Background: an optimization exercise with open tools, aiming at small area. Do not read the settings as production practice.
Only simulation tests tie the RTL to the original design; equivalence was not proved.
Power is estimated from default activity; no workload was simulated.

## tundra
## mips_exu
module mips_exu (
	input         clk,
	input         rst_n,
	input         in_valid,
	input  [31:0] in_instr,
	output reg        res_valid,
	output reg [31:0] res_data,
	output reg        res_zero
);
clock: 12.0 ns
lec_check: 0
cap_margin: 10
core_margin: 2
core_utilization: 50
cts_buf_list: sky130_fd_sc_hd__clkbuf_8
cts_cluster_diameter: 80
cts_cluster_size: 16
place_density: 0.65
slew_margin: 10
synth_hierarchical: 1
synth_minimum_keep_size: 0
standard.sh (not shown) runs the stock make flow with config.mk's settings and CLKGATE_MAP_FILE= SYNTH_SCRIPT=/design/flow/synth_recipe.tcl, a recipe that flattens the netlist after the stock synthesis.
==> flow/flow/run.sh <==
#!/bin/bash
# The standard layout (standard.sh, the standard flow's own ORFS run) with two changes
# to how cells are added after synthesis:
#  - ports are buffered with the smallest buffer rather than ORFS's default,
#  - clock tree synthesis runs without dummy loads (the clock is far from
#    critical, so the skew they balance does not matter).
# make's full output goes to flow_make.log here; each ORFS step also keeps its
# own log under orfs/logs/.
set -euo pipefail
bash standard.sh \
	"BUFFER_PORTS_ARGS=-buffer_cell sky130_fd_sc_hd__buf_1" \
	"CTS_ARGS=-sink_clustering_enable -repair_clock_nets -dont_use_dummy_load -buf_list sky130_fd_sc_hd__clkbuf_8 -sink_clustering_size 16 -sink_clustering_max_diameter 80" \
	finish > flow_make.log 2>&1
Input-level comparison between amber and tundra:
==> flow/flow/run.sh <==
#!/bin/bash
# The standard layout (standard.sh, the standard flow's own ORFS run) with three changes
# to how cells are added after synthesis:
#  - ports are buffered with the smallest buffer rather than ORFS's default,
#  - clock tree synthesis runs without dummy loads (the clock is far from
#    critical, so the skew they balance does not matter),
#  - global placement keeps the timing-driven buffering and resizing only
#    from its later iterations (overflow below 0.2), when cells sit near
#    their final places.
# make's full output goes to flow_make.log here; each ORFS step also keeps its
# own log under orfs/logs/.
set -euo pipefail
bash standard.sh \
	"BUFFER_PORTS_ARGS=-buffer_cell sky130_fd_sc_hd__buf_1" \
	"CTS_ARGS=-sink_clustering_enable -repair_clock_nets -dont_use_dummy_load -buf_list sky130_fd_sc_hd__clkbuf_8 -sink_clustering_size 16 -sink_clustering_max_diameter 80" \
	"GPL_KEEP_OVERFLOW=0.2" \
	finish > flow_make.log 2>&1
## What came out
The final reports for amber and tundra show final worst setup slack higher in the former. On total number of nets in the final design, the higher figure sits with tundra, not amber. Between amber and tundra, it is amber whose largest stage delay on the critical path is higher, by 130 ps. No stage failed in amber, and the final checks on the layout all came back clean. tundra vs amber, cell with the biggest individual delay on the critical path: sky130_fd_sc_hd__nor4b_2 vs sky130_fd_sc_hd__nor4_1. Compared with tundra, amber shows a lower critical path depth.
## Diff of input files: zinc against amber
Settings: PLACE_DENSITY: 0.65 -> 0.6.
==> flow/run.sh (new file) <==
#!/bin/bash
# synth_recipe.tcl (not shown) runs the flow's synth.tcl, then flattens the netlist and writes it again
# the make line also repeats each setting of config.mk as NAME=value (left out here)
make -C /OpenROAD-flow-scripts/flow DESIGN_CONFIG=/design/flow/config.mk WORK_HOME=/design/flow/orfs CLKGATE_MAP_FILE= SYNTH_SCRIPT=/design/flow/synth_recipe.tcl finish
removed: flow/flow/run.sh
removed: flow/standard.sh
### Flow results
- Compared with amber, maximum frequency from static timing analysis in zinc decreased by a few percent.
- The lower proportion of power drawn by flip-flops and latches of amber and zinc is in zinc.
- Looking at the reports, zinc completed the entire flow and the layout it produced met the timing, design-rule and antenna checks.
- Summary of the comparison: sequential share of cell area is lower in zinc, relative to amber.
- Diff amber -> zinc | power of the clock network | up by a few percent
- Looking at setup slack after layout, zinc sits 500 ps below amber.

========
Another version of the RTL of mips_exu (not shown whole).
Size in the first run: ~2,800 cells after synthesis, ~69 I/O pins, ~47,000 µm² of cells after synthesis.
clock: 12.0 ns
lec_check: 0
cap_margin: 10
core_margin: 2
core_utilization: 50
cts_buf_list: sky130_fd_sc_hd__clkbuf_8
cts_cluster_diameter: 80
cts_cluster_size: 16
place_density: 0.6
slew_margin: 10
synth_hierarchical: 1
synth_minimum_keep_size: 0
==> flow/flow/run.sh <==
#!/bin/bash
# The standard layout (standard.sh, the standard flow's own ORFS run) with two changes
# to how cells are added after synthesis:
#  - ports are buffered with the smallest buffer rather than ORFS's default,
#  - clock tree synthesis runs without dummy loads (the clock is far from
#    critical, so the skew they balance does not matter).
# make's full output goes to flow_make.log here; each ORFS step also keeps its
# own log under orfs/logs/.
set -euo pipefail
bash standard.sh \
	"BUFFER_PORTS_ARGS=-buffer_cell sky130_fd_sc_hd__buf_1" \
	"CTS_ARGS=-sink_clustering_enable -repair_clock_nets -dont_use_dummy_load -buf_list sky130_fd_sc_hd__clkbuf_8 -sink_clustering_size 16 -sink_clustering_max_diameter 80" \
	finish > flow_make.log 2>&1
The first run went through all stages and came out clean.
Change:
==> flow/flow/run.sh (replaced) <==
#!/bin/bash
# The standard layout (standard.sh, the standard flow's own ORFS run) with three changes
# to how cells are added after synthesis:
#  - ports are buffered with the smallest buffer rather than ORFS's default,
#  - clock tree synthesis runs without dummy loads (the clock is far from
#    critical, so the skew they balance does not matter),
#  - after global routing, cells on paths with positive slack are downsized
#    (ORFS's RECOVER_POWER step).
# make's full output goes to flow_make.log here; each ORFS step also keeps its
# own log under orfs/logs/.
set -euo pipefail
bash standard.sh \
	"BUFFER_PORTS_ARGS=-buffer_cell sky130_fd_sc_hd__buf_1" \
	"CTS_ARGS=-sink_clustering_enable -repair_clock_nets -dont_use_dummy_load -buf_list sky130_fd_sc_hd__clkbuf_8 -sink_clustering_size 16 -sink_clustering_max_diameter 80" \
	"RECOVER_POWER=100" \
	finish > flow_make.log 2>&1
With this change the flow finished but failed the layout checks on max-capacitance violations, max-slew violations.
Global-route usage does not change.
Setup slack gets worse by 0.38 ns.
Routed wire length hardly moves.
Final cell count hardly moves.
Non-clock buffer count stays the same.
Final area decreases slightly.
Synthesized cell count is unchanged.

## port drivers added, routing unchanged
The results above use ideal ports. As a check the final layouts listed here were re-extracted and re-timed, cells and wires unchanged.
Step 1 (the two cells are an assumption about what drives the block):
set clk [get_ports {clk}]
set_driving_cell -lib_cell sky130_fd_sc_hd__clkbuf_16 $clk
set_driving_cell -lib_cell sky130_fd_sc_hd__buf_2 [delete_from_list [all_inputs] $clk]
Step 2 also shifts input and output timing later by t, the mid clock arrival at the registers, as if the neighbouring blocks saw the same clock.
a / b / c = ideal / step 1 / step 2; a / b = the first two.
| run | shift t [ns] | setup WS [ns] | hold slack, ns | worst setup path at the end | pins driven straight from the clock port |
|---|---|---|---|---|---|
| tundra | 0.786 | 0.699 / 0.747 / -0.039 | 0.493 / 0.493 / 0.493 | input to register | 1 |
| amber | 0.803 | 1.392 / 1.432 / 0.629 | 0.494 / 0.494 / 0.494 | input to register | 1 |
| zinc | 0.871 | 0.893 / 0.932 / 0.061 | 0.492 / 0.492 / 0.492 | input to register | 1 |
| the first run of note 2 | 0.819 | 1.165 / 1.137 / 0.318 | 0.480 / 0.480 / 0.480 | input to register | 1 |
| the second run of note 2 | 0.814 | 0.783 / 0.710 / -0.104 | 0.486 / 0.486 / 0.486 | input to register | 1 |
For the second run of note 2, which loses most, drivers alone change the setup slack by -0.073 ns; drivers and shift together by -0.887 ns.
